From an optimization exercise on the open Yosys and OpenROAD flow, aimed at small area; shortcuts taken in it are not production practice. Function was checked by simulation only, so behaviour that the tests miss may differ from the original.

==> flow/design.v <==
`timescale 1ns / 1ps
module synth_engine(
    input clk,
    input rst_n,
    input audio_sync,
    input [4:0] out_gain,
    output [10:0] reg_addr,
    input [31:0] reg_rdata,
    output [10:0] ph_raddr,
    input [23:0] ph_rdata,
    output [10:0] ph_waddr,
    output [23:0] ph_wdata,
    output ph_we,
    output [15:0] out_data,
    output out_valid
    );
reg [10:0] cnt;
reg run;
reg v;                  
reg [4:0] gain_frame;   
reg [4:0] gain_out;     
wire cnt_last = &cnt;
always @(posedge clk) begin
    if (!rst_n) begin
        cnt <= 11'd0;
        run <= 1'b0;
        v <= 1'b0;
    end else begin
        v <= run;
        if (audio_sync) begin
            cnt <= 11'd0;
            run <= 1'b1;
        end else begin
            cnt <= cnt + {10'd0, run};
            if (cnt_last) run <= 1'b0;
        end
    end
end
always @(posedge clk) begin
    if (audio_sync) gain_frame <= out_gain;
    if (run & cnt_last) gain_out <= gain_frame;
end
assign reg_addr = cnt;
assign ph_raddr = cnt;
reg [21:0] pn1_q2;
reg v_q2;
reg signed [13:0] z_5_q3;
reg signed [9:0] z_9_q4;
reg pos_4_q3;
reg pos_4_q4;
reg pos_3_q3;
reg pos_3_q4;
reg pos_2_q3;
reg pos_2_q4;
reg pos_1_q3;
reg pos_1_q4;
reg pos_0_q3;
reg pos_0_q4;
reg pos_5_q4;
reg pos_6_q4;
reg pos_7_q4;
reg signed [19:0] x_8_q5;
reg signed [19:0] y_8_q5;
reg pos_8_q4;
reg pos_8_q5;
reg pos_9_q5;
reg pos_10_q5;
reg signed [19:0] x_11_q6;
reg signed [19:0] y_11_q6;
reg pos_11_q5;
reg pos_11_q6;
reg pos_12_q5;
reg pos_12_q6;
reg pos_13_q5;
reg pos_13_q6;
reg signed [19:0] x_14_q7;
reg signed [19:0] y_14_q7;
reg pos_14_q5;
reg pos_14_q6;
reg pos_14_q7;
reg pos_15_q5;
reg pos_15_q6;
reg pos_15_q7;
reg signed [15:0] sin_m_q8;
reg flip_q3;
reg flip_q4;
reg flip_q5;
reg flip_q6;
reg flip_q7;
reg flip_q8;
reg [13:0] g_q2;
reg [13:0] g_q3;
reg [13:0] g_q4;
reg [13:0] g_q5;
reg [13:0] g_q6;
reg [13:0] g_q7;
reg [13:0] g_q8;
reg v_q3;
reg v_q4;
reg v_q5;
reg v_q6;
reg v_q7;
reg v_q8;
reg first_q3;
reg first_q4;
reg first_q5;
reg first_q6;
reg first_q7;
reg first_q8;
reg last_q3;
reg last_q4;
reg last_q5;
reg last_q6;
reg last_q7;
reg last_q8;
always @(posedge clk) begin
    pn1_q2 <= pn1;
    z_5_q3 <= z_5;
    z_9_q4 <= z_9;
    pos_4_q3 <= pos_4;
    pos_4_q4 <= pos_4_q3;
    pos_3_q3 <= pos_3;
    pos_3_q4 <= pos_3_q3;
    pos_2_q3 <= pos_2;
    pos_2_q4 <= pos_2_q3;
    pos_1_q3 <= pos_1;
    pos_1_q4 <= pos_1_q3;
    pos_0_q3 <= pos_0;
    pos_0_q4 <= pos_0_q3;
    pos_5_q4 <= pos_5;
    pos_6_q4 <= pos_6;
    pos_7_q4 <= pos_7;
    x_8_q5 <= x_8;
    y_8_q5 <= y_8;
    pos_8_q4 <= pos_8;
    pos_8_q5 <= pos_8_q4;
    pos_9_q5 <= pos_9;
    pos_10_q5 <= pos_10;
    x_11_q6 <= x_11;
    y_11_q6 <= y_11;
    pos_11_q5 <= pos_11;
    pos_11_q6 <= pos_11_q5;
    pos_12_q5 <= pos_12;
    pos_12_q6 <= pos_12_q5;
    pos_13_q5 <= pos_13;
    pos_13_q6 <= pos_13_q5;
    x_14_q7 <= x_14;
    y_14_q7 <= y_14;
    pos_14_q5 <= pos_14;
    pos_14_q6 <= pos_14_q5;
    pos_14_q7 <= pos_14_q6;
    pos_15_q5 <= pos_15;
    pos_15_q6 <= pos_15_q5;
    pos_15_q7 <= pos_15_q6;
    sin_m_q8 <= sin_m;
    flip_q3 <= flip;
    flip_q4 <= flip_q3;
    flip_q5 <= flip_q4;
    flip_q6 <= flip_q5;
    flip_q7 <= flip_q6;
    flip_q8 <= flip_q7;
    g_q2 <= g;
    g_q3 <= g_q2;
    g_q4 <= g_q3;
    g_q5 <= g_q4;
    g_q6 <= g_q5;
    g_q7 <= g_q6;
    g_q8 <= g_q7;
    if (!rst_n) begin
        v_q2 <= 1'b0;
        v_q3 <= 1'b0;
        v_q4 <= 1'b0;
        v_q5 <= 1'b0;
        v_q6 <= 1'b0;
        v_q7 <= 1'b0;
        v_q8 <= 1'b0;
        first_q3 <= 1'b0;
        first_q4 <= 1'b0;
        first_q5 <= 1'b0;
        first_q6 <= 1'b0;
        first_q7 <= 1'b0;
        first_q8 <= 1'b0;
        last_q3 <= 1'b0;
        last_q4 <= 1'b0;
        last_q5 <= 1'b0;
        last_q6 <= 1'b0;
        last_q7 <= 1'b0;
        last_q8 <= 1'b0;
    end else begin
        v_q2 <= v;
        v_q3 <= v_q2;
        v_q4 <= v_q3;
        v_q5 <= v_q4;
        v_q6 <= v_q5;
        v_q7 <= v_q6;
        v_q8 <= v_q7;
        first_q3 <= first;
        first_q4 <= first_q3;
        first_q5 <= first_q4;
        first_q6 <= first_q5;
        first_q7 <= first_q6;
        first_q8 <= first_q7;
        last_q3 <= last;
        last_q4 <= last_q3;
        last_q5 <= last_q4;
        last_q6 <= last_q5;
        last_q7 <= last_q6;
        last_q8 <= last_q7;
    end
end
wire [13:0] g = reg_rdata[31:18];
wire [35:0] fx1 = {ph_rdata[21:0], 14'd0} + reg_rdata[17:0] * 18'd143165;
wire [21:0] pn1 = fx1[35:14];
reg [10:0] wcnt;
always @(posedge clk) begin
    if (!rst_n) wcnt <= 11'd0;
    else wcnt <= wcnt + {10'd0, v_q2};
end
assign ph_waddr = wcnt;
assign ph_wdata = {{2{pn1_q2[21]}}, pn1_q2};
assign ph_we = v_q2;
wire first = v_q2 & (wcnt == 11'd0);
wire last = v_q2 & (&wcnt);
wire [13:0] th = pn1_q2[21:8];
wire flip = (th[13] ^ th[12]) & (th[13] | (|th[11:0]));
wire signed [13:0] coarse = {th[13] ^ flip, th[12:0]};
wire signed [19:0] z_0 = {coarse[13], coarse, 5'd0};
wire pos_0 = ~z_0[19];
wire signed [17:0] z_1 = z_0[17:0] + (pos_0 ? -18'sd65536 : 18'sd65536);
wire pos_1 = ~z_1[17];
wire signed [16:0] z_2 = z_1[16:0] + (pos_1 ? -17'sd38688 : 17'sd38688);
wire pos_2 = ~z_2[16];
wire signed [15:0] z_3 = z_2[15:0] + (pos_2 ? -16'sd20442 : 16'sd20442);
wire pos_3 = ~z_3[15];
wire signed [14:0] z_4 = z_3[14:0] + (pos_3 ? -15'sd10377 : 15'sd10377);
wire pos_4 = ~z_4[14];
wire signed [13:0] z_5 = z_4[13:0] + (pos_4 ? -14'sd5208 : 14'sd5208);
wire pos_5 = ~z_5_q3[13];
wire signed [12:0] z_6 = z_5_q3[12:0] + (pos_5 ? -13'sd2607 : 13'sd2607);
wire pos_6 = ~z_6[12];
wire signed [11:0] z_7 = z_6[11:0] + (pos_6 ? -12'sd1304 : 12'sd1304);
wire pos_7 = ~z_7[11];
wire signed [10:0] z_8 = z_7[10:0] + (pos_7 ? -11'sd652 : 11'sd652);
wire pos_8 = ~z_8[10];
wire signed [9:0] z_9 = z_8[9:0] + (pos_8 ? -10'sd326 : 10'sd326);
wire pos_9 = ~z_9_q4[9];
wire signed [8:0] z_10 = z_9_q4[8:0] + (pos_9 ? -9'sd163 : 9'sd163);
wire pos_10 = ~z_10[8];
wire signed [7:0] z_11 = z_10[7:0] + (pos_10 ? -8'sd81 : 8'sd81);
wire pos_11 = ~z_11[7];
wire signed [6:0] z_12 = z_11[6:0] + (pos_11 ? -7'sd41 : 7'sd41);
wire pos_12 = ~z_12[6];
wire signed [5:0] z_13 = z_12[5:0] + (pos_12 ? -6'sd20 : 6'sd20);
wire pos_13 = ~z_13[5];
wire signed [4:0] z_14 = z_13[4:0] + (pos_13 ? -5'sd10 : 5'sd10);
wire pos_14 = ~z_14[4];
wire signed [3:0] z_15 = z_14[3:0] + (pos_14 ? -4'sd5 : 4'sd5);
wire pos_15 = ~z_15[3];
reg signed [19:0] x_5, y_5;
always @(*) begin
    case ({pos_4_q4, pos_3_q4, pos_2_q4, pos_1_q4, pos_0_q4})
    5'd0: begin x_5 = -20'sd28760; y_5 = -20'sd260389; end
    5'd1: begin x_5 = 20'sd260389; y_5 = -20'sd28758; end
    5'd2: begin x_5 = 20'sd191055; y_5 = -20'sd179240; end
    5'd3: begin x_5 = 20'sd179241; y_5 = 20'sd191058; end
    5'd4: begin x_5 = 20'sd97160; y_5 = -20'sd243290; end
    5'd5: begin x_5 = 20'sd243290; y_5 = 20'sd97161; end
    5'd6: begin x_5 = 20'sd252928; y_5 = -20'sd68246; end
    5'd7: begin x_5 = 20'sd68246; y_5 = 20'sd252929; end
    5'd8: begin x_5 = 20'sd36220; y_5 = -20'sd259457; end
    5'd9: begin x_5 = 20'sd259457; y_5 = 20'sd36222; end
    5'd10: begin x_5 = 20'sd229299; y_5 = -20'sd126697; end
    5'd11: begin x_5 = 20'sd126697; y_5 = 20'sd229300; end
    5'd12: begin x_5 = 20'sd154058; y_5 = -20'sd211888; end
    5'd13: begin x_5 = 20'sd211888; y_5 = 20'sd154057; end
    5'd14: begin x_5 = 20'sd261946; y_5 = -20'sd3887; end
    5'd15: begin x_5 = 20'sd3886; y_5 = 20'sd261945; end
    5'd16: begin x_5 = 20'sd3886; y_5 = -20'sd261945; end
    5'd17: begin x_5 = 20'sd261945; y_5 = 20'sd3886; end
    5'd18: begin x_5 = 20'sd211887; y_5 = -20'sd154058; end
    5'd19: begin x_5 = 20'sd154057; y_5 = 20'sd211888; end
    5'd20: begin x_5 = 20'sd126698; y_5 = -20'sd229300; end
    5'd21: begin x_5 = 20'sd229300; y_5 = 20'sd126697; end
    5'd22: begin x_5 = 20'sd259458; y_5 = -20'sd36222; end
    5'd23: begin x_5 = 20'sd36222; y_5 = 20'sd259457; end
    5'd24: begin x_5 = 20'sd68246; y_5 = -20'sd252929; end
    5'd25: begin x_5 = 20'sd252929; y_5 = 20'sd68246; end
    5'd26: begin x_5 = 20'sd243291; y_5 = -20'sd97161; end
    5'd27: begin x_5 = 20'sd97161; y_5 = 20'sd243290; end
    5'd28: begin x_5 = 20'sd179244; y_5 = -20'sd191058; end
    5'd29: begin x_5 = 20'sd191058; y_5 = 20'sd179241; end
    5'd30: begin x_5 = 20'sd260392; y_5 = 20'sd28759; end
    5'd31: begin x_5 = -20'sd28758; y_5 = 20'sd260389; end
    default: begin x_5 = 20'sd0; y_5 = 20'sd0; end
    endcase
end
wire signed [19:0] ys_5 = y_5 >>> 5;
wire signed [19:0] x_6 = x_5 + (ys_5 ^ {20{pos_5_q4}}) + {19'd0, pos_5_q4};
wire signed [19:0] xs_5 = x_5 >>> 5;
wire signed [19:0] y_6 = y_5 + (xs_5 ^ {20{~pos_5_q4}}) + {19'd0, ~pos_5_q4};
wire signed [19:0] ys_6 = y_6 >>> 6;
wire signed [19:0] x_7 = x_6 + (ys_6 ^ {20{pos_6_q4}}) + {19'd0, pos_6_q4};
wire signed [19:0] xs_6 = x_6 >>> 6;
wire signed [19:0] y_7 = y_6 + (xs_6 ^ {20{~pos_6_q4}}) + {19'd0, ~pos_6_q4};
wire signed [19:0] ys_7 = y_7 >>> 7;
wire signed [19:0] x_8 = x_7 + (ys_7 ^ {20{pos_7_q4}}) + {19'd0, pos_7_q4};
wire signed [19:0] xs_7 = x_7 >>> 7;
wire signed [19:0] y_8 = y_7 + (xs_7 ^ {20{~pos_7_q4}}) + {19'd0, ~pos_7_q4};
wire signed [19:0] ys_8 = y_8_q5 >>> 8;
wire signed [19:0] x_9 = x_8_q5 + (ys_8 ^ {20{pos_8_q5}}) + {19'd0, pos_8_q5};
wire signed [19:0] xs_8 = x_8_q5 >>> 8;
wire signed [19:0] y_9 = y_8_q5 + (xs_8 ^ {20{~pos_8_q5}}) + {19'd0, ~pos_8_q5};
wire signed [19:0] ys_9 = y_9 >>> 9;
wire signed [19:0] x_10 = x_9 + (ys_9 ^ {20{pos_9_q5}}) + {19'd0, pos_9_q5};
wire signed [19:0] xs_9 = x_9 >>> 9;
wire signed [19:0] y_10 = y_9 + (xs_9 ^ {20{~pos_9_q5}}) + {19'd0, ~pos_9_q5};
wire signed [19:0] ys_10 = y_10 >>> 10;
wire signed [19:0] x_11 = x_10 + (ys_10 ^ {20{pos_10_q5}}) + {19'd0, pos_10_q5};
wire signed [19:0] xs_10 = x_10 >>> 10;
wire signed [19:0] y_11 = y_10 + (xs_10 ^ {20{~pos_10_q5}}) + {19'd0, ~pos_10_q5};
wire signed [19:0] ys_11 = y_11_q6 >>> 11;
wire signed [19:0] x_12 = x_11_q6 + (ys_11 ^ {20{pos_11_q6}}) + {19'd0, pos_11_q6};
wire signed [19:0] xs_11 = x_11_q6 >>> 11;
wire signed [19:0] y_12 = y_11_q6 + (xs_11 ^ {20{~pos_11_q6}}) + {19'd0, ~pos_11_q6};
wire signed [19:0] ys_12 = y_12 >>> 12;
wire signed [19:0] x_13 = x_12 + (ys_12 ^ {20{pos_12_q6}}) + {19'd0, pos_12_q6};
wire signed [19:0] xs_12 = x_12 >>> 12;
wire signed [19:0] y_13 = y_12 + (xs_12 ^ {20{~pos_12_q6}}) + {19'd0, ~pos_12_q6};
wire signed [19:0] ys_13 = y_13 >>> 13;
wire signed [19:0] x_14 = x_13 + (ys_13 ^ {20{pos_13_q6}}) + {19'd0, pos_13_q6};
wire signed [19:0] xs_13 = x_13 >>> 13;
wire signed [19:0] y_14 = y_13 + (xs_13 ^ {20{~pos_13_q6}}) + {19'd0, ~pos_13_q6};
wire signed [19:0] x_15 = x_14_q7;
wire signed [19:0] xs_14 = x_14_q7 >>> 14;
wire signed [19:0] y_15 = y_14_q7 + (xs_14 ^ {20{~pos_14_q7}}) + {19'd0, ~pos_14_q7};
wire signed [19:0] xs_15 = x_15 >>> 15;
wire signed [19:0] y_16 = y_15 + (xs_15 ^ {20{~pos_15_q7}}) + {19'd0, ~pos_15_q7};
wire signed [15:0] sin_m = y_16[19:4];
wire signed [14:0] gs = {1'b0, g_q8};
wire signed [29:0] prod = sin_m_q8 * gs;
wire [40:0] prodx = {{11{prod[29]}}, prod} ^ {41{flip_q8}};
reg signed [40:0] sum;
reg out_v;
always @(posedge clk) begin
    if (v_q8) sum <= (first_q8 ? 41'sd0 : sum) + prodx + {40'd0, flip_q8};
    if (!rst_n) out_v <= 1'b0;
    else out_v <= last_q8;
end
wire signed [40:0] sh = sum >>> gain_out;
wire ovf = ~(&sh[40:15] | ~(|sh[40:15]));
assign out_data = ovf ? (sh[40] ? 16'h8000 : 16'h7FFF) : sh[15:0];
assign out_valid = out_v;
endmodule
==> flow/run.sh <==
#!/bin/bash
# synth_recipe.tcl (not shown) runs the flow's synth.tcl, then flattens the netlist and writes it again
# the make line also repeats each setting of config.mk as NAME=value (left out here)
make -C /OpenROAD-flow-scripts/flow DESIGN_CONFIG=/design/flow/config.mk WORK_HOME=/design/flow/orfs CLKGATE_MAP_FILE= SYNTH_SCRIPT=/design/flow/synth_recipe.tcl finish
==> flow/config.mk <==
export PLATFORM = sky130hd
export DESIGN_NAME = synth_engine
export DESIGN_NICKNAME = synth_engine
export VERILOG_FILES = /design/flow/design.v
export SDC_FILE = /design/flow/constraint.sdc
export NUM_CORES = 4
export LEC_CHECK = 0
export CAP_MARGIN = 20
export CORE_MARGIN = 2
export CORE_UTILIZATION = 40
export SLEW_MARGIN = 20
==> flow/constraint.sdc <==
create_clock -name core_clock -period 10.0 [get_ports {clk}]
set_input_delay 2.0000 -clock core_clock [delete_from_list [all_inputs] [get_ports {clk}]]
set_output_delay 2.0000 -clock core_clock [all_outputs]
set_load 0.01 [all_outputs]
==> results of run 1 <==
## metal layers
layer,share of wire [%],vias up
met5,0,-
met4,1.7,0
met3,2.9,120
met2,48,575
met1,48,19300
li1,-,20600
## worst max-delay path: cells and delay by family, from the launching register on
| kind | cells | cell delay [ps] |
|---|---|---|
| adders and majority gates | 8 | 3610 |
| AOI/OAI and AO/OA | 15 | 3210 |
| DFF | 1 | 730 |
| and+or+nand+nor | 3 | 620 |
| xor gates and xnor gates | 2 | 480 |
| buffers and inverters | 3 | 330 |
## sequential cells by signal, summed over array words and instances, names as in the netlist, 14 cells and up
register  count
g_q4         14
g_q5         14
y_8_q5       20
sin_m_q8     16
x_5          19
pn1_q2       22
y_5          19
sum          41
g_q8         14
g_q7         14
g_q2         14
g_q3         14
x_11_q6      20
g_q6         14
y_14_q7      20
y_11_q6      20
x_8_q5       20
## stage by stage
step | hold WS, ps | cell area (sq um) | util (%)
6_report | 318 | 57600 | 44.4
5_1_grt | 331 | 57600 | 44.4
4_1_cts | 324 | 57500 | 44.3
3_5_place_dp | 312 | 55700 | 42.9
3_3_place_gp | 311 | 55700 | 42.9
2_1_floorplan | 310 | 52500 | -
## path summary, 6_finish.rpt
| kind | end | slack (ps) | from |
|---|---|---|---|
| hold / removal | g_q8[10] | 320 | g_q7[10] |
| setup reg to reg | sum[40] | 750 | g_q8[0] |
| hold reg to reg | g_q8[10] | 320 | g_q7[10] |
| setup / recovery | sum[40] | 750 | g_q8[0] |
## cell families (layout without fill, tap and decap cells)
family,count (synthesis),after routing,synth area share [%]
simple gates,1493,1493,13.8
compound gates,1304,1304,16.0
fa+ha+maj,1116,1116,32.1
buf+inv,839,956,6.13
xor+xnor,712,712,12.2
flops,426,426,17.2
mux,106,106,2.62
other cells,0,1,0
## timing repair
action,in CTS,in global routing
endpoints found under the hold margin,0,0
setup buffers,0,6
gates resized for setup,0,10
setup endpoints to repair,0,8
## placed cells by master (no fill, tap or decap), types with 52 or more instances in the layout
master,count
fa_1,384
and2_1,160
ha_1,729
nor2_1,371
clkbuf_16,52
dfxtp_1,368
clkdlybuf4s50_1,136
mux2i_1,60
nor2b_1,108
nand2b_1,64
xor2_1,204
nor3_1,98
nand3_1,92
o21bai_1,80
o21ai_0,251
a21oi_1,398
inv_1,661
xnor2_1,494
buf_4,52
a21o_1,148
o21a_1,80
nand2_1,413
## layout make-up
cell class	instances	area [sq um]	share of cell area (%)
diodes	1	2.50	0.00434
clock buffers	64	1420	2.46
clock inverters	32	410	0.712
inverters	672	2520	4.38
multi-input cells	4731	40300	69.9
flip-flops and latches	426	9050	15.7
well taps	1742	2180	3.78
repair buffers	188	1750	3.04
==> flow_summary.yaml, run 1 <==
placed_design:
  dp_hpwl_mm: 97.7
  pre_cts_slack_ps: 320
  dp.cells: 7753
  numPortBuffers: 136
  place_congestion: 0.863
timing:
  clock_skew_ps: 31.4
  finalSetupViolCount: 0
  fin_crit_sh_pct: 92.5
  slew_viol_final: 0
  slew_headroom_pct: 30.0
  rsz0062_at_grt: "no"
  setup-tns-final_ps: 0
  tightest_slew_ps: 1050
  setup_ws_ps: 748
  fmaxAchievable_ghz: 0.108
  hold_viol_final: 0
  finalCriticalPeriod_ps: 9250
detailed_routing:
  drtIter0Drc: 2260
  drc: 0
  vias_per_cell: 5.17
  wl_mm: 120
  drt_pre_antenna_iters: 7
  wl_per_cell_microns: 15.3
  num_vias: 40600
  antenna_left: 0
worst_hold_path:
  hold_depth: 0
  hp-class: "register to register"
critical_path:
  cp.arrival_ps: 9640
  critPathSlowestCell: "dfxtp_1"
  cp-end-kind: "register"
  crit_required_ps: 10390
  start_kind: "register"
  crit_fanout: 18
  r2r_cells: 31
  worst_path_most_repeated_cell: "fa_1"
  crit_type: "register to register"
  crit_path_max_incr_delay_ps: 730
finish:
  layout.cells.non_filler: 7856
  area_growth_pct: 9.75
  fin_nets: 7247
  nFillCells: 12800
  layout-drive-gt1-share_pct: 4.25
synth:
  synthFlopType: "dfxtp_1"
  synth-seq-area-share_pct: 17.2
  yosys_warnings: 1
  syn_avg_cell_area_sq_um: 8.75
  netlist_top_cells_count: "ha_1 (729), inv_1 (663), xnor2_1 (496)"
  synthArstFlopShare_pct: 0
  synth_edf_count: 51
  ys_seq_elements: 426
  synth_top_area_share_pct: 17.4
  syn-cell-area_sq_um: 52500
  synthTopCellsByArea: "ha_1 (17%), fa_1 (15%), dfxtp_1 (14%)"
  yosysMostFrequentCell: "ha_1"
  synthDistinctLibCells: 96
  syn-num-nets: 7173
  synthesis.instances: 5996
  synth_area_leader_cell: "ha_1"
clock_tree:
  cts_tree: "yes"
  cts_buffer_depth: 3
  cts_root_buffer: "clkbuf_16"
  cts_sinks: 426
  numCtsBuffers: 51
  clk_pin_slew_ps: 60
  htreeDepth: 2
  clock_latency_ps: 660
  hold_buffers: 0
global_route:
  grt_usage_pct: 17.8
  top_usage_layer: "met2"
  use_met1_pct: 24.0
  met2_usage_pct: 30.6
  grt_start_max_net_pins: 86
  grt_use_met3_pct: 1.78
  grt_pass1_vias: 40400
  grt_overflow: 0
  antenna_found_initial: 0
  grt_pass1_wl_mm: 201
die:
  ios: 139
  die_y_microns: 366
  initial_core_util_pct: 40.4
  core_area_sq_um: 130000
  dieArea_sq_um: 134000
  rows: 132
  die-width_microns: 366
flow_run:
  maxCapViolations: 0
outcome:
  status: "finished clean"
==> inputs of run 2 (changes only) <==
--- a/flow/design.v
+++ b/flow/design.v
@@ -46,6 +46,7 @@
 reg v_q2;
 reg signed [13:0] z_5_q3;
 reg signed [9:0] z_9_q4;
+reg pos_5_q4;
 reg pos_4_q3;
 reg pos_4_q4;
 reg pos_3_q3;
@@ -56,7 +57,6 @@
 reg pos_1_q4;
 reg pos_0_q3;
 reg pos_0_q4;
-reg pos_5_q4;
 reg pos_6_q4;
 reg pos_7_q4;
 reg signed [19:0] x_8_q5;
@@ -117,6 +117,7 @@
     pn1_q2 <= pn1;
     z_5_q3 <= z_5;
     z_9_q4 <= z_9;
+    pos_5_q4 <= pos_5;
     pos_4_q3 <= pos_4;
     pos_4_q4 <= pos_4_q3;
     pos_3_q3 <= pos_3;
@@ -127,7 +128,6 @@
     pos_1_q4 <= pos_1_q3;
     pos_0_q3 <= pos_0;
     pos_0_q4 <= pos_0_q3;
-    pos_5_q4 <= pos_5;
     pos_6_q4 <= pos_6;
     pos_7_q4 <= pos_7;
     x_8_q5 <= x_8;
@@ -209,7 +209,10 @@
     end
 end
 wire [13:0] g = reg_rdata[31:18];
-wire [35:0] fx1 = {ph_rdata[21:0], 14'd0} + reg_rdata[17:0] * 18'd143165;
+wire [17:0] f = reg_rdata[17:0];
+wire [19:0] u = {2'b00, f} + {1'b0, f, 1'b0};
+wire [25:0] u65 = {6'd0, u} + {u, 6'd0};
+wire [35:0] fx1 = {ph_rdata[21:0], 14'd0} + {1'b0, f, 17'd0} + {4'd0, u, 12'd0} - {10'd0, u65};
 wire [21:0] pn1 = fx1[35:14];
 reg [10:0] wcnt;
 always @(posedge clk) begin
@@ -256,48 +259,76 @@
 wire pos_14 = ~z_14[4];
 wire signed [3:0] z_15 = z_14[3:0] + (pos_14 ? -4'sd5 : 4'sd5);
 wire pos_15 = ~z_15[3];
-reg signed [19:0] x_5, y_5;
+reg signed [19:0] x_6, y_6;
 always @(*) begin
-    case ({pos_4_q4, pos_3_q4, pos_2_q4, pos_1_q4, pos_0_q4})
-    5'd0: begin x_5 = -20'sd28760; y_5 = -20'sd260389; end
-    5'd1: begin x_5 = 20'sd260389; y_5 = -20'sd28758; end
-    5'd2: begin x_5 = 20'sd191055; y_5 = -20'sd179240; end
-    5'd3: begin x_5 = 20'sd179241; y_5 = 20'sd191058; end
-    5'd4: begin x_5 = 20'sd97160; y_5 = -20'sd243290; end
-    5'd5: begin x_5 = 20'sd243290; y_5 = 20'sd97161; end
-    5'd6: begin x_5 = 20'sd252928; y_5 = -20'sd68246; end
-    5'd7: begin x_5 = 20'sd68246; y_5 = 20'sd252929; end
-    5'd8: begin x_5 = 20'sd36220; y_5 = -20'sd259457; end
-    5'd9: begin x_5 = 20'sd259457; y_5 = 20'sd36222; end
-    5'd10: begin x_5 = 20'sd229299; y_5 = -20'sd126697; end
-    5'd11: begin x_5 = 20'sd126697; y_5 = 20'sd229300; end
-    5'd12: begin x_5 = 20'sd154058; y_5 = -20'sd211888; end
-    5'd13: begin x_5 = 20'sd211888; y_5 = 20'sd154057; end
-    5'd14: begin x_5 = 20'sd261946; y_5 = -20'sd3887; end
-    5'd15: begin x_5 = 20'sd3886; y_5 = 20'sd261945; end
-    5'd16: begin x_5 = 20'sd3886; y_5 = -20'sd261945; end
-    5'd17: begin x_5 = 20'sd261945; y_5 = 20'sd3886; end
-    5'd18: begin x_5 = 20'sd211887; y_5 = -20'sd154058; end
-    5'd19: begin x_5 = 20'sd154057; y_5 = 20'sd211888; end
-    5'd20: begin x_5 = 20'sd126698; y_5 = -20'sd229300; end
-    5'd21: begin x_5 = 20'sd229300; y_5 = 20'sd126697; end
-    5'd22: begin x_5 = 20'sd259458; y_5 = -20'sd36222; end
-    5'd23: begin x_5 = 20'sd36222; y_5 = 20'sd259457; end
-    5'd24: begin x_5 = 20'sd68246; y_5 = -20'sd252929; end
-    5'd25: begin x_5 = 20'sd252929; y_5 = 20'sd68246; end
-    5'd26: begin x_5 = 20'sd243291; y_5 = -20'sd97161; end
-    5'd27: begin x_5 = 20'sd97161; y_5 = 20'sd243290; end
-    5'd28: begin x_5 = 20'sd179244; y_5 = -20'sd191058; end
-    5'd29: begin x_5 = 20'sd191058; y_5 = 20'sd179241; end
-    5'd30: begin x_5 = 20'sd260392; y_5 = 20'sd28759; end
-    5'd31: begin x_5 = -20'sd28758; y_5 = 20'sd260389; end
-    default: begin x_5 = 20'sd0; y_5 = 20'sd0; end
+    case ({pos_5_q4, pos_4_q4, pos_3_q4, pos_2_q4, pos_1_q4, pos_0_q4})
+    6'd0: begin x_6 = -20'sd36898; y_6 = -20'sd259490; end
+    6'd1: begin x_6 = 20'sd259490; y_6 = -20'sd36895; end
+    6'd2: begin x_6 = 20'sd185453; y_6 = -20'sd185210; end
+    6'd3: begin x_6 = 20'sd185211; y_6 = 20'sd185457; end
+    6'd4: begin x_6 = 20'sd89557; y_6 = -20'sd246326; end
+    6'd5: begin x_6 = 20'sd246326; y_6 = 20'sd89559; end
+    6'd6: begin x_6 = 20'sd250795; y_6 = -20'sd76150; end
+    6'd7: begin x_6 = 20'sd76150; y_6 = 20'sd250797; end
+    6'd8: begin x_6 = 20'sd28111; y_6 = -20'sd260588; end
+    6'd9: begin x_6 = 20'sd260588; y_6 = 20'sd28114; end
+    6'd10: begin x_6 = 20'sd225339; y_6 = -20'sd133862; end
+    6'd11: begin x_6 = 20'sd133862; y_6 = 20'sd225341; end
+    6'd12: begin x_6 = 20'sd147436; y_6 = -20'sd216702; end
+    6'd13: begin x_6 = 20'sd216702; y_6 = 20'sd147436; end
+    6'd14: begin x_6 = 20'sd261824; y_6 = -20'sd12072; end
+    6'd15: begin x_6 = 20'sd12071; y_6 = 20'sd261824; end
+    6'd16: begin x_6 = -20'sd4300; y_6 = -20'sd262066; end
+    6'd17: begin x_6 = 20'sd262066; y_6 = -20'sd4299; end
+    6'd18: begin x_6 = 20'sd207072; y_6 = -20'sd160679; end
+    6'd19: begin x_6 = 20'sd160678; y_6 = 20'sd207074; end
+    6'd20: begin x_6 = 20'sd119532; y_6 = -20'sd233259; end
+    6'd21: begin x_6 = 20'sd233259; y_6 = 20'sd119532; end
+    6'd22: begin x_6 = 20'sd258326; y_6 = -20'sd44330; end
+    6'd23: begin x_6 = 20'sd44330; y_6 = 20'sd258326; end
+    6'd24: begin x_6 = 20'sd60341; y_6 = -20'sd255061; end
+    6'd25: begin x_6 = 20'sd255061; y_6 = 20'sd60342; end
+    6'd26: begin x_6 = 20'sd240254; y_6 = -20'sd104763; end
+    6'd27: begin x_6 = 20'sd104763; y_6 = 20'sd240254; end
+    6'd28: begin x_6 = 20'sd173273; y_6 = -20'sd196659; end
+    6'd29: begin x_6 = 20'sd196659; y_6 = 20'sd173271; end
+    6'd30: begin x_6 = 20'sd261290; y_6 = 20'sd20622; end
+    6'd31: begin x_6 = -20'sd20621; y_6 = 20'sd261288; end
+    6'd32: begin x_6 = -20'sd20622; y_6 = -20'sd261288; end
+    6'd33: begin x_6 = 20'sd261288; y_6 = -20'sd20621; end
+    6'd34: begin x_6 = 20'sd196657; y_6 = -20'sd173270; end
+    6'd35: begin x_6 = 20'sd173271; y_6 = 20'sd196659; end
+    6'd36: begin x_6 = 20'sd104763; y_6 = -20'sd240254; end
+    6'd37: begin x_6 = 20'sd240254; y_6 = 20'sd104763; end
+    6'd38: begin x_6 = 20'sd255061; y_6 = -20'sd60342; end
+    6'd39: begin x_6 = 20'sd60342; y_6 = 20'sd255061; end
+    6'd40: begin x_6 = 20'sd44329; y_6 = -20'sd258326; end
+    6'd41: begin x_6 = 20'sd258326; y_6 = 20'sd44330; end
+    6'd42: begin x_6 = 20'sd233259; y_6 = -20'sd119532; end
+    6'd43: begin x_6 = 20'sd119532; y_6 = 20'sd233259; end
+    6'd44: begin x_6 = 20'sd160680; y_6 = -20'sd207074; end
+    6'd45: begin x_6 = 20'sd207074; y_6 = 20'sd160678; end
+    6'd46: begin x_6 = 20'sd262068; y_6 = 20'sd4298; end
+    6'd47: begin x_6 = -20'sd4299; y_6 = 20'sd262066; end
+    6'd48: begin x_6 = 20'sd12072; y_6 = -20'sd261824; end
+    6'd49: begin x_6 = 20'sd261824; y_6 = 20'sd12071; end
+    6'd50: begin x_6 = 20'sd216702; y_6 = -20'sd147437; end
+    6'd51: begin x_6 = 20'sd147436; y_6 = 20'sd216702; end
+    6'd52: begin x_6 = 20'sd133864; y_6 = -20'sd225341; end
+    6'd53: begin x_6 = 20'sd225341; y_6 = 20'sd133862; end
+    6'd54: begin x_6 = 20'sd260590; y_6 = -20'sd28114; end
+    6'd55: begin x_6 = 20'sd28114; y_6 = 20'sd260588; end
+    6'd56: begin x_6 = 20'sd76151; y_6 = -20'sd250797; end
+    6'd57: begin x_6 = 20'sd250797; y_6 = 20'sd76150; end
+    6'd58: begin x_6 = 20'sd246328; y_6 = -20'sd89559; end
+    6'd59: begin x_6 = 20'sd89559; y_6 = 20'sd246326; end
+    6'd60: begin x_6 = 20'sd185215; y_6 = -20'sd185457; end
+    6'd61: begin x_6 = 20'sd185457; y_6 = 20'sd185211; end
+    6'd62: begin x_6 = 20'sd259494; y_6 = 20'sd36896; end
+    6'd63: begin x_6 = -20'sd36895; y_6 = 20'sd259490; end
+    default: begin x_6 = 20'sd0; y_6 = 20'sd0; end
     endcase
 end
-wire signed [19:0] ys_5 = y_5 >>> 5;
-wire signed [19:0] x_6 = x_5 + (ys_5 ^ {20{pos_5_q4}}) + {19'd0, pos_5_q4};
-wire signed [19:0] xs_5 = x_5 >>> 5;
-wire signed [19:0] y_6 = y_5 + (xs_5 ^ {20{~pos_5_q4}}) + {19'd0, ~pos_5_q4};
 wire signed [19:0] ys_6 = y_6 >>> 6;
 wire signed [19:0] x_7 = x_6 + (ys_6 ^ {20{pos_6_q4}}) + {19'd0, pos_6_q4};
 wire signed [19:0] xs_6 = x_6 >>> 6;
@@ -342,7 +373,7 @@
 reg signed [40:0] sum;
 reg out_v;
 always @(posedge clk) begin
-    if (v_q8) sum <= (first_q8 ? 41'sd0 : sum) + prodx + {40'd0, flip_q8};
+    sum <= (first_q8 ? 41'sd0 : sum) + prodx + {40'd0, flip_q8};
     if (!rst_n) out_v <= 1'b0;
     else out_v <= last_q8;
 end
==> run 2 against run 1 <==
  * Worst hold slack gained 2.1 ps
  * Cell area shrank 7.0%
  * Critical path type is now primary input to register
  * Final cell count decreased by 6.2%
  * Sequential cell count down 7
==> flow_summary.yaml, run 2 <==
outcome:
  status: "finished clean"
critical_path:
  crit_required_ps: 10620
  crit_family: "compound AO/OA/AOI/OAI gates"
  crit_fanout: 4
  cp-end-kind: "register"
  start_kind: "primary input"
  r2r_cells: 33
  critPathSlowestCell: "fa_1"
  critPathBufInv: 8
  cp.arrival_ps: 10290
  crit_cells: 39
  crit_type: "primary input to register"
  crit_path_max_incr_delay_ps: 500
synth:
  netlist_top_cells_count: "ha_1 (608), inv_1 (545), xnor2_1 (480)"
  syn_avg_cell_area_sq_um: 8.48
  yosys_warnings: 1
  synth_top_area_share_pct: 17.2
  synthDistinctLibCells: 111
  yosysMostFrequentCell: "ha_1"
  synth-seq-area-share_pct: 17.8
  synthTopCellsByArea: "dfxtp_1 (17%), ha_1 (16%), fa_1 (11%)"
  synthesis.instances: 5625
  synthArstFlopShare_pct: 0
  ys_seq_elements: 419
  syn-cell-area_sq_um: 47700
  synth_area_leader_cell: "dfxtp_1"
  syn-num-nets: 6570
  synthFlopType: "dfxtp_1"
  synth_edf_count: 10
finish:
  nFillCells: 11600
  multiInputGateArea_sq_um: 36600
  largest_reg_flops: 41
  regMostFlops: "sum"
  fin_nets: 6733
  layout.cells.non_filler: 7370
  final_common_cell: "ha_1"
  most-common-layout-cells: "ha_1 (605), inv_1 (543), xnor2_1 (467), nand2_1 (432), dfxtp_1 (396)"
  layout-drive-gt1-share_pct: 7.20
  largestRegisters: "sum: 41 flops, pn1_q2: 22 flops"
  area_growth_pct: 12.4
  regArea_sq_um: 8510
global_route:
  grt_usage_pct: 19.3
  antenna_found_initial: 2
  grt_pass1_vias: 38600
  grt_overflow: 0
  grt_pass1_wl_mm: 195
  grt_start_max_net_pins: 100
worst_hold_path:
  hold_depth: 0
  hp-class: "register to register"
detailed_routing:
  drc: 0
  antenna_left: 0
  wl_mm: 119
  wl_per_cell_microns: 16.1
  drt_pre_antenna_iters: 6
  num_vias: 39000
  drtIter0Drc: 2474
  vias_per_cell: 5.30
die:
  dieArea_sq_um: 122000
  die-width_microns: 349
  core_area_sq_um: 118000
  ios: 139
  die_y_microns: 349
  rows: 126
  initial_core_util_pct: 40.3
flow_run:
  maxCapViolations: 0
clock_tree:
  clk_pin_slew_ps: 70
  hold_buffers: 0
  numCtsBuffers: 54
  clock_latency_ps: 680
  cts_tree: "yes"
  htreeDepth: 2
  cts_root_buffer: "clkbuf_16"
  cts_sinks: 419
  cts_buffer_depth: 3
timing:
  tightest_slew_ps: 1010
  clock_skew_ps: 40.0
  finalCriticalPeriod_ps: 9680
  slew_viol_final: 0
  setup-tns-final_ps: 0
  fmaxAchievable_ghz: 0.103
  holdWs_ps: 320
  slew_headroom_pct: 31.9
  setup_ws_ps: 323
  hold_viol_final: 0
  finalSetupViolCount: 0
  fin_crit_sh_pct: 96.8
placed_design:
  place_congestion: 0.883
  dp.cells: 7258
  numPortBuffers: 136
  pre_cts_slack_ps: -590
  dp_hpwl_mm: 95.3
[run 2: final timing paths]
check / start / endpoint / slack [ps]
min: g_q5[2] / g_q6[2] / 320
max: reg_rdata[2] / pn1_q2[21] / 320
max reg2reg: g_q8[1] / sum[40] / 620
min reg2reg: g_q5[2] / g_q6[2] / 320
[run 2: through the flow]
| stage | utilization [%] | area, sq um |
|---|---|---|
| after floorplan | - | 47700 |
| after global placement | 43.4 | 51300 |
| after detailed placement | 43.4 | 51300 |
| after CTS | 45.0 | 53200 |
| after global routing | 45.3 | 53600 |
| final | 45.3 | 53600 |
[run 2: cell families after synthesis]
group                      share of synthesized area (%)
muxes                                               3.19
AOI/OAI and AO/OA                                   17.7
and+or+nand+nor                                     14.9
buffers and inverters                               5.93
xor gates and xnor gates                            13.1
adders and majority gates                           27.5
DFF                                                 17.8
[run 2: per-layer routing]
metal  part of all wire (%)  vias to the layer above  global-route usage [%]
met3                    4.6                      184                    2.63
met5                      0                        -                       0
met4                    2.5                        0                    5.03
li1                       -                    19600                       -
met2                     48                      776                    33.5
met1                     45                    18500                    25.1
[run 2: layout make-up]
class / count / share of cell area, %
repair buffers: 289 / 4.69
clock inverters: 31 / 0.787
clock buffers: 70 / 2.82
flip-flops and latches: 419 / 15.9
diodes: 1 / 0.00467
inverters: 551 / 3.87
multi-input cells: 4473 / 68.4
well taps: 1536 / 3.59
[run 2: timing repair]
| item | CTS | global route |
|---|---|---|
| buffers inserted | 0 | 10 |
| resized for setup | 0 | 68 |
| setup endpoints to repair | 0 | 26 |
==> inputs of run 3 (changes only) <==
--- a/flow/design.v
+++ b/flow/design.v
@@ -334,31 +334,38 @@
 wire signed [19:0] xs_6 = x_6 >>> 6;
 wire signed [19:0] y_7 = y_6 + (xs_6 ^ {20{~pos_6_q4}}) + {19'd0, ~pos_6_q4};
 wire signed [19:0] ys_7 = y_7 >>> 7;
-wire signed [19:0] x_8 = x_7 + (ys_7 ^ {20{pos_7_q4}}) + {19'd0, pos_7_q4};
+wire [18:0] xh_8 = x_7[19:1] + (ys_7[19:1] ^ {19{pos_7_q4}}) + {18'd0, pos_7_q4};
+wire signed [19:0] x_8 = {xh_8, 1'd0};
 wire signed [19:0] xs_7 = x_7 >>> 7;
 wire signed [19:0] y_8 = y_7 + (xs_7 ^ {20{~pos_7_q4}}) + {19'd0, ~pos_7_q4};
 wire signed [19:0] ys_8 = y_8_q5 >>> 8;
-wire signed [19:0] x_9 = x_8_q5 + (ys_8 ^ {20{pos_8_q5}}) + {19'd0, pos_8_q5};
+wire [18:0] xh_9 = x_8_q5[19:1] + (ys_8[19:1] ^ {19{pos_8_q5}}) + {18'd0, pos_8_q5};
+wire signed [19:0] x_9 = {xh_9, 1'd0};
 wire signed [19:0] xs_8 = x_8_q5 >>> 8;
 wire signed [19:0] y_9 = y_8_q5 + (xs_8 ^ {20{~pos_8_q5}}) + {19'd0, ~pos_8_q5};
 wire signed [19:0] ys_9 = y_9 >>> 9;
-wire signed [19:0] x_10 = x_9 + (ys_9 ^ {20{pos_9_q5}}) + {19'd0, pos_9_q5};
+wire [16:0] xh_10 = x_9[19:3] + (ys_9[19:3] ^ {17{pos_9_q5}}) + {16'd0, pos_9_q5};
+wire signed [19:0] x_10 = {xh_10, 3'd0};
 wire signed [19:0] xs_9 = x_9 >>> 9;
 wire signed [19:0] y_10 = y_9 + (xs_9 ^ {20{~pos_9_q5}}) + {19'd0, ~pos_9_q5};
 wire signed [19:0] ys_10 = y_10 >>> 10;
-wire signed [19:0] x_11 = x_10 + (ys_10 ^ {20{pos_10_q5}}) + {19'd0, pos_10_q5};
+wire [15:0] xh_11 = x_10[19:4] + (ys_10[19:4] ^ {16{pos_10_q5}}) + {15'd0, pos_10_q5};
+wire signed [19:0] x_11 = {xh_11, 4'd0};
 wire signed [19:0] xs_10 = x_10 >>> 10;
 wire signed [19:0] y_11 = y_10 + (xs_10 ^ {20{~pos_10_q5}}) + {19'd0, ~pos_10_q5};
 wire signed [19:0] ys_11 = y_11_q6 >>> 11;
-wire signed [19:0] x_12 = x_11_q6 + (ys_11 ^ {20{pos_11_q6}}) + {19'd0, pos_11_q6};
+wire [15:0] xh_12 = x_11_q6[19:4] + (ys_11[19:4] ^ {16{pos_11_q6}}) + {15'd0, pos_11_q6};
+wire signed [19:0] x_12 = {xh_12, 4'd0};
 wire signed [19:0] xs_11 = x_11_q6 >>> 11;
 wire signed [19:0] y_12 = y_11_q6 + (xs_11 ^ {20{~pos_11_q6}}) + {19'd0, ~pos_11_q6};
 wire signed [19:0] ys_12 = y_12 >>> 12;
-wire signed [19:0] x_13 = x_12 + (ys_12 ^ {20{pos_12_q6}}) + {19'd0, pos_12_q6};
+wire [15:0] xh_13 = x_12[19:4] + (ys_12[19:4] ^ {16{pos_12_q6}}) + {15'd0, pos_12_q6};
+wire signed [19:0] x_13 = {xh_13, 4'd0};
 wire signed [19:0] xs_12 = x_12 >>> 12;
 wire signed [19:0] y_13 = y_12 + (xs_12 ^ {20{~pos_12_q6}}) + {19'd0, ~pos_12_q6};
 wire signed [19:0] ys_13 = y_13 >>> 13;
-wire signed [19:0] x_14 = x_13 + (ys_13 ^ {20{pos_13_q6}}) + {19'd0, pos_13_q6};
+wire [15:0] xh_14 = x_13[19:4] + (ys_13[19:4] ^ {16{pos_13_q6}}) + {15'd0, pos_13_q6};
+wire signed [19:0] x_14 = {xh_14, 4'd0};
 wire signed [19:0] xs_13 = x_13 >>> 13;
 wire signed [19:0] y_14 = y_13 + (xs_13 ^ {20{~pos_13_q6}}) + {19'd0, ~pos_13_q6};
 wire signed [19:0] x_15 = x_14_q7;
@@ -373,10 +380,11 @@
 reg signed [40:0] sum;
 reg out_v;
 always @(posedge clk) begin
-    sum <= (first_q8 ? 41'sd0 : sum) + prodx + {40'd0, flip_q8};
+    sum <= sum_next;
     if (!rst_n) out_v <= 1'b0;
     else out_v <= last_q8;
 end
+wire [40:0] sum_next = (first_q8 ? 41'sd0 : sum) + prodx + {40'd0, flip_q8};
 wire signed [40:0] sh = sum >>> gain_out;
 wire ovf = ~(&sh[40:15] | ~(|sh[40:15]));
 assign out_data = ovf ? (sh[40] ? 16'h8000 : 16'h7FFF) : sh[15:0];
==> run 3 against run 2 <==
  * Still clean on timing, DRC and antenna
  * Count of clock-buffer cells in the layout down 6
  * Sequential share of layout area increased by 0.31 points
  * Worst setup slack improved by 380 ps
  * Critical path depth is the same
  * Via count down 2.0%
  * First-iteration DRC count fell by 7.2%
  * Die area decreased by 1.8%
  * Sequential cell count is 5 lower
  * Synthesized cell count down 1.9%
==> flow_summary.yaml, run 3 <==
outcome:
  status: "finished clean"
clock_tree:
  clock_latency_ps: 620
  cts_buffer_depth: 3
  clk_pin_slew_ps: 60
  cts_tree: "yes"
  htreeDepth: 2
  cts_root_buffer: "clkbuf_16"
  numCtsBuffers: 51
  cts_sinks: 414
detailed_routing:
  wl_mm: 115
  wl_per_cell_microns: 16.0
  drc: 0
  top_layer_used: "met4"
  wl_met1_mm: 54.3
  wl_met3_mm: 5.21
  num_vias: 38300
  wl_met2_mm: 53.1
  antenna_left: 0
  vias_per_cell: 5.32
  drt_pre_antenna_iters: 6
  drtIter0Drc: 2295
critical_path:
  crit_family: "compound AO/OA/AOI/OAI gates"
  start_kind: "register"
  critPathSlowestCell: "or4_1"
  critPathBufInv: 4
  worst_path_most_repeated_cell: "ha_1"
  cp.arrival_ps: 9790
  cp-end-kind: "register"
  crit_fanout: 14
  crit_required_ps: 10500
  crit_path_max_incr_delay_ps: 550
  crit_type: "register to register"
finish:
  regMostFlops: "sum"
  design_area_sq_um: 51900
  final_common_cell: "ha_1"
  area_growth_pct: 10.9
  fin_nets: 6544
  largest_reg_flops: 41
  layout-drive-gt1-share_pct: 5.37
  largestRegisters: "sum: 41 flops, pn1_q2: 22 flops"
  most-common-layout-cells: "ha_1 (588), inv_1 (524), xnor2_1 (447), nand2_1 (408), dfxtp_1 (396)"
  nFillCells: 11400
  utilization_pct: 44.7
placed_design:
  dp_hpwl_mm: 92.5
  numPortBuffers: 136
  postPlaceCellArea_sq_um: 50000
  pre_cts_slack_ps: 130
  place_congestion: 0.913
global_route:
  grt_usage_pct: 19.0
  antenna_found_initial: 2
  grt_pass1_vias: 37100
  grt_pass1_wl_mm: 190
  grt_overflow: 0
  grt_start_max_net_pins: 79
synth:
  synthDistinctLibCells: 92
  synth_edf_count: 10
  yosys_warnings: 1
  synth_fa_ha_area_share_pct: 27.3
  ys_seq_elements: 414
  synth_top_family_by_area: "adder cells"
  synthTopCellsByArea: "dfxtp_1 (17%), ha_1 (16%), fa_1 (12%)"
  synth_area_leader_cell: "dfxtp_1"
  synthArstFlopShare_pct: 0
  muxShareOfSynthArea_pct: 3.31
  synthFlopType: "dfxtp_1"
  syn-num-nets: 6442
  syn_avg_cell_area_sq_um: 8.48
  synth_top_area_share_pct: 17.3
  synth_xor_xnor_area_share_pct: 12.2
  synthesis.instances: 5518
  yosysMostFrequentCell: "ha_1"
  synthSimpleGateAreaFrac_pct: 15.5
  synth-seq-area-share_pct: 17.9
  syn-cell-area_sq_um: 46800
  netlist_top_cells_count: "ha_1 (588), inv_1 (525), xnor2_1 (453)"
  synth_compound_area_share_pct: 17.8
die:
  ios: 139
  dieArea_sq_um: 120000
  die-width_microns: 346
  core_area_sq_um: 116000
  die_y_microns: 346
  initial_core_util_pct: 40.3
  rows: 125
timing:
  setup_ws_ps: 701
  fmaxAchievable_ghz: 0.108
  slew_viol_final: 0
  tightest_slew_ps: 922
  fin_crit_sh_pct: 93.0
  hold_viol_final: 0
  setup-tns-final_ps: 0
  finalSetupViolCount: 0
  finalCriticalPeriod_ps: 9300
  clock_skew_ps: 24.9
  slew_headroom_pct: 37.7
worst_hold_path:
  hp-class: "register to register"
flow_run:
  maxCapViolations: 0
-- run 3: stage by stage --
stage / cells / hold slack, ps
global route: 7184 / 317
finish: 7185 / 313
CTS: 7173 / 301
global placement: 7080 / 312
floorplan: 5518 / 310
detailed placement: 7080 / 312
-- run 3: cells by family after synthesis --
family | after synthesis
flip-flops | 414
adder cells (fa/ha/maj) | 860
AND/OR/NAND/NOR | 1489
XOR/XNOR | 644
buffers and inverters | 713
AO/OA/AOI/OAI | 1293
multiplexers | 105
-- run 3: what timing repair did --
item	CTS	global route
setup endpoints to repair	0	11
resized for setup	0	16
setup buffers	0	11
hold buffers	0	0
-- run 3: layout make-up --
class / instances / area, sq um / share of cell area [%]
Inverter: 531 / 2000 / 3.85
Clock buffer: 64 / 1420 / 2.73
Clock inverter: 29 / 354 / 0.682
Multi-Input combinational cell: 4391 / 35700 / 68.9
Tap cell: 1524 / 1910 / 3.67
Sequential cell: 414 / 8400 / 16.2
Timing Repair Buffer: 231 / 2090 / 4.02
Antenna cell: 1 / 2.50 / 0.00482
-- run 3: final timing paths --
path                                 start    endpoint  slack, ps  cells after the start
worst max-delay path            pn1_q2[15]  z_5_q3[13]        700                     39
worst min-delay path               g_q4[1]     g_q5[1]        310                      0
worst max register to register  pn1_q2[15]  z_5_q3[13]        700                     39
worst min register to register     g_q4[1]     g_q5[1]        310                      0
-- run 3: routing by layer --
layer / vias to the layer above / track usage (%)
met5: - / 0
met2: 772 / 31.6
li1: 19200 / -
met4: 0 / 4.26
met1: 18100 / 26.3
met3: 140 / 2.11
-- run 3: worst register-to-register path, delay by kind of cell, from the launching register on --
family	cells	cell delay, ps
xor gates and xnor gates	4	860
and+or+nand+nor	11	2270
muxes	1	180
adders and majority gates	5	1400
buffers and inverters	4	710
AOI/OAI and AO/OA	14	3410
DFF	1	380
==> inputs of run 4 (changes only) <==
--- a/flow/design.v
+++ b/flow/design.v
@@ -71,10 +71,11 @@
 reg pos_11_q6;
 reg pos_12_q5;
 reg pos_12_q6;
+reg signed [19:0] x_13_q7;
+reg signed [19:0] y_13_q7;
 reg pos_13_q5;
 reg pos_13_q6;
-reg signed [19:0] x_14_q7;
-reg signed [19:0] y_14_q7;
+reg pos_13_q7;
 reg pos_14_q5;
 reg pos_14_q6;
 reg pos_14_q7;
@@ -142,10 +143,11 @@
     pos_11_q6 <= pos_11_q5;
     pos_12_q5 <= pos_12;
     pos_12_q6 <= pos_12_q5;
+    x_13_q7 <= x_13;
+    y_13_q7 <= y_13;
     pos_13_q5 <= pos_13;
     pos_13_q6 <= pos_13_q5;
-    x_14_q7 <= x_14;
-    y_14_q7 <= y_14;
+    pos_13_q7 <= pos_13_q6;
     pos_14_q5 <= pos_14;
     pos_14_q6 <= pos_14_q5;
     pos_14_q7 <= pos_14_q6;
@@ -363,16 +365,14 @@
 wire signed [19:0] x_13 = {xh_13, 4'd0};
 wire signed [19:0] xs_12 = x_12 >>> 12;
 wire signed [19:0] y_13 = y_12 + (xs_12 ^ {20{~pos_12_q6}}) + {19'd0, ~pos_12_q6};
-wire signed [19:0] ys_13 = y_13 >>> 13;
-wire [15:0] xh_14 = x_13[19:4] + (ys_13[19:4] ^ {16{pos_13_q6}}) + {15'd0, pos_13_q6};
+wire signed [19:0] ys_13 = y_13_q7 >>> 13;
+wire [15:0] xh_14 = x_13_q7[19:4] + (ys_13[19:4] ^ {16{pos_13_q7}}) + {15'd0, pos_13_q7};
 wire signed [19:0] x_14 = {xh_14, 4'd0};
-wire signed [19:0] xs_13 = x_13 >>> 13;
-wire signed [19:0] y_14 = y_13 + (xs_13 ^ {20{~pos_13_q6}}) + {19'd0, ~pos_13_q6};
-wire signed [19:0] x_15 = x_14_q7;
-wire signed [19:0] xs_14 = x_14_q7 >>> 14;
-wire signed [19:0] y_15 = y_14_q7 + (xs_14 ^ {20{~pos_14_q7}}) + {19'd0, ~pos_14_q7};
+wire signed [19:0] xs_13 = x_13_q7 >>> 13;
+wire signed [19:0] x_15 = x_14;
+wire signed [19:0] xs_14 = x_14 >>> 14;
 wire signed [19:0] xs_15 = x_15 >>> 15;
-wire signed [19:0] y_16 = y_15 + (xs_15 ^ {20{~pos_15_q7}}) + {19'd0, ~pos_15_q7};
+wire signed [19:0] y_16 = y_13_q7 + (xs_13 ^ {20{~pos_13_q7}}) + (xs_14 ^ {20{~pos_14_q7}}) + (xs_15 ^ {20{~pos_15_q7}}) + {19'd0, ~pos_13_q7} + {19'd0, ~pos_14_q7} + {19'd0, ~pos_15_q7};
 wire signed [15:0] sin_m = y_16[19:4];
 wire signed [14:0] gs = {1'b0, g_q8};
 wire signed [29:0] prod = sin_m_q8 * gs;
@@ -385,8 +385,28 @@
     else out_v <= last_q8;
 end
 wire [40:0] sum_next = (first_q8 ? 41'sd0 : sum) + prodx + {40'd0, flip_q8};
-wire signed [40:0] sh = sum >>> gain_out;
-wire ovf = ~(&sh[40:15] | ~(|sh[40:15]));
-assign out_data = ovf ? (sh[40] ? 16'h8000 : 16'h7FFF) : sh[15:0];
+wire [30:0] osh1; wire [22:0] osh2; wire [18:0] osh3; wire [16:0] osh4; wire [15:0] osh5;
+genvar ok;
+generate
+for (ok = 0; ok < 31; ok = ok + 1) begin : osl1
+    assign osh1[ok] = gain_out[4] ? sum[(ok + 16 > 40) ? 40 : ok + 16] : sum[ok];
+end
+for (ok = 0; ok < 23; ok = ok + 1) begin : osl2
+    assign osh2[ok] = gain_out[3] ? osh1[ok + 8] : osh1[ok];
+end
+for (ok = 0; ok < 19; ok = ok + 1) begin : osl3
+    assign osh3[ok] = gain_out[2] ? osh2[ok + 4] : osh2[ok];
+end
+for (ok = 0; ok < 17; ok = ok + 1) begin : osl4
+    assign osh4[ok] = gain_out[1] ? osh3[ok + 2] : osh3[ok];
+end
+for (ok = 0; ok < 16; ok = ok + 1) begin : osl5
+    assign osh5[ok] = gain_out[0] ? osh4[ok + 1] : osh4[ok];
+end
+endgenerate
+wire [24:0] odiff = sum[39:15] ^ {25{sum[40]}};
+wire [24:0] omask = {25{1'b1}} << gain_out;
+wire ovf = |(odiff & omask);
+assign out_data = ovf ? {sum[40], {15{~sum[40]}}} : osh5;
 assign out_valid = out_v;
 endmodule
==> flow/config.mk (replaced) <==
export PLATFORM = sky130hd
export DESIGN_NAME = synth_engine
export DESIGN_NICKNAME = synth_engine
export VERILOG_FILES = /design/flow/design.v
export SDC_FILE = /design/flow/constraint.sdc
export NUM_CORES = 4
export LEC_CHECK = 0
export CAP_MARGIN = 0
export CORE_MARGIN = 2
export CORE_UTILIZATION = 65
export SLEW_MARGIN = 0
==> run 4 against run 3 <==
  * First-iteration DRC count rose by 16%
  * Synthesized area shrank 3.3%
  * Count of clock-buffer cells in the layout shrank 9
==> flow_summary.yaml, run 4 <==
synth:
  synth_fa_ha_area_share_pct: 28.3
  muxShareOfSynthArea_pct: 2.48
  synthDistinctLibCells: 96
  yosys_warnings: 1
  syn-cell-area_sq_um: 45300
  synthArstFlopShare_pct: 0
  netlist_top_cells_count: "ha_1 (558), inv_1 (485), xnor2_1 (473)"
  synth_xor_xnor_area_share_pct: 12.3
  synth_compound_area_share_pct: 17.1
  syn_avg_cell_area_sq_um: 8.57
  synth-seq-area-share_pct: 19.0
  synthTopCellsByArea: "dfxtp_1 (18%), ha_1 (15%), fa_1 (13%)"
  synthSimpleGateAreaFrac_pct: 15.2
  synthFlopType: "dfxtp_1"
  syn-num-nets: 6199
  synth_edf_count: 10
  synthesis.instances: 5286
  synth_top_area_share_pct: 18.3
  synth_area_leader_cell: "dfxtp_1"
  ys_seq_elements: 425
  yosysMostFrequentCell: "ha_1"
  synth_top_family_by_area: "adder cells"
timing:
  setup_ws_ps: 627
  slew_headroom_pct: 17.5
  rsz0062_at_grt: "yes"
  hold_viol_final: 0
  fin_crit_sh_pct: 93.7
  fmaxAchievable_ghz: 0.107
  clock_skew_ps: 31.4
  holdWs_ps: 321
  setup-tns-final_ps: 0
  slew_viol_final: 0
  finalCriticalPeriod_ps: 9370
  tightest_slew_ps: 1230
  finalSetupViolCount: 0
critical_path:
  cp.arrival_ps: 9900
  critPathBufInv: 6
  r2r-start: "z_9_q4[9]"
  cp-end-kind: "register"
  crit_fanout: 6
  worst_path_most_repeated_cell: "a21oi_1"
  crit_path_max_incr_delay_ps: 490
  r2r_cells: 46
  crit_family: "compound AO/OA/AOI/OAI gates"
  r2r-end: "pos_15_q5"
  worst-r2r-setup-slack_ps: 630
  start_kind: "register"
  critPathSlowestCell: "dfxtp_1"
  crit_required_ps: 10520
  crit_type: "register to register"
global_route:
  antenna_found_initial: 1
  grt_start_max_net_pins: 98
  grt_usage_pct: 30.1
  grt_overflow: 0
  grt_pass1_vias: 35500
  grt_pass1_wl_mm: 177
detailed_routing:
  wl_mm: 108
  wl_met2_mm: 50.3
  drt_pre_antenna_iters: 6
  vias_per_cell: 5.84
  wl_met1_mm: 49.1
  antenna_left: 0
  wl_met3_mm: 5.90
  num_vias: 37000
  top_layer_used: "met4"
  wl_per_cell_microns: 17.0
  drc: 0
  drtIter0Drc: 2669
worst_hold_path:
  hp-class: "register to register"
  hold_end: "g_q8[10]"
  hold_path_startpoint: "g_q7[10]"
  hold_depth: 0
die:
  ios: 139
  rows: 96
  dieArea_sq_um: 71800
  die_y_microns: 268
  initial_core_util_pct: 65.8
  die-width_microns: 268
  core_area_sq_um: 68800
finish:
  fin_nets: 6293
  layout-drive-gt1-share_pct: 4.95
  area_growth_pct: 9.01
  diodes: 0
  final_common_cell: "ha_1"
  largest_reg_flops: 41
  regMostFlops: "sum"
  utilization_pct: 71.7
  most-common-layout-cells: "ha_1 (558), inv_1 (485), xnor2_1 (468), dfxtp_1 (412), a21oi_1 (386)"
  largestRegisters: "sum: 41 flops, pn1_q2: 22 flops"
clock_tree:
  numCtsBuffers: 47
  clock_latency_ps: 600
  clk_pin_slew_ps: 60
  cts_tree: "yes"
  hold_buffers: 0
  cts_root_buffer: "clkbuf_16"
  cts_sinks: 425
  cts_buffer_depth: 3
  htreeDepth: 2
placed_design:
  place_congestion: 1.01
  pre_cts_slack_ps: -113
  dp_hpwl_mm: 85.9
  numPortBuffers: 136
outcome:
  status: "finished clean"
flow_run:
  maxCapViolations: 0
## run 4: per-stage QoR
stage	instances	area [sq um]
CTS	6344	49300
finish	6349	49400
global route	6349	49400
floorplan	5286	45300
global placement	6257	47700
detailed placement	6257	47700
## run 4: repair_timing
| action | 4_1_cts | 5_1_grt |
|---|---|---|
| gates resized for setup | 0 | 13 |
| endpoints found under the setup margin | 0 | 7 |
| buffers inserted | 0 | 5 |
## run 4: layout make-up
class	instances	area (sq um)
Clock buffer	55	1240
Inverter	492	1850
Sequential cell	425	8610
Tap cell	931	1160
Multi-Input combinational cell	4204	34200
Timing Repair Buffer	210	1920
Fill cell	5672	19500
Clock inverter	32	358
## run 4: how the worst max path moves through the flow
stage / startpoint / slack (ps) / cells after the start / endpoint
2_1_floorplan: z_5_q3[13] / 530 / 49 / z_9_q4[9]
3_3_place_gp: reg_rdata[1] / 80 / 38 / pn1_q2[21]
3_5_place_dp: reg_rdata[1] / -110 / 38 / pn1_q2[21]
4_1_cts: z_9_q4[9] / 170 / 46 / pos_15_q5
5_1_grt: z_9_q4[9] / -120 / 46 / pos_15_q5
6_report: z_9_q4[9] / 630 / 46 / pos_15_q5
## run 4: routing by layer
layer,GRT usage (%),vias to the layer above
met5,0,-
met4,7.91,0
met3,3.73,183
met2,50.3,968
met1,41.2,17600
li1,-,18300
## run 4: cell families after synthesis
family,count (synthesis)
AOI/OAI and AO/OA,1213
xor gates and xnor gates,631
adders and majority gates,850
buffers and inverters,657
DFF,425
muxes,103
and+or+nand+nor,1407

-- what the ideal ports hide --
No port has a modelled driver above. Below, the same layouts with a new extraction and two added sets of constraints. Step 1 assumes that a clkbuf_16 drives the clock port and a buf_2 every other input. Step 2 also shifts input and output timing later by t, the mid clock arrival at the registers, as if the neighbouring blocks saw the same clock. a / b / c = ideal / step 1 / step 2; a / b = the first two.
run	shift t [ns]	setup WS [ns]	hold slack, ns	pins driven straight from the clock port
run 1	0.707	0.748 / 0.748 / 0.748	0.318 / 0.318 / 0.318	1
run 2	0.732	0.323 / 0.374 / -0.358	0.320 / 0.320 / 0.320	1
run 3	0.680	0.701 / 0.701 / 0.155	0.313 / 0.313 / 0.313	1
run 4	0.655	0.627 / 0.627 / 0.056	0.321 / 0.321 / 0.321	1
With both steps, setup timing fails in run 2, where it was met with ideal ports. For run 2, which loses most, drivers alone change the setup slack by +0.051 ns; drivers and shift together by -0.681 ns.
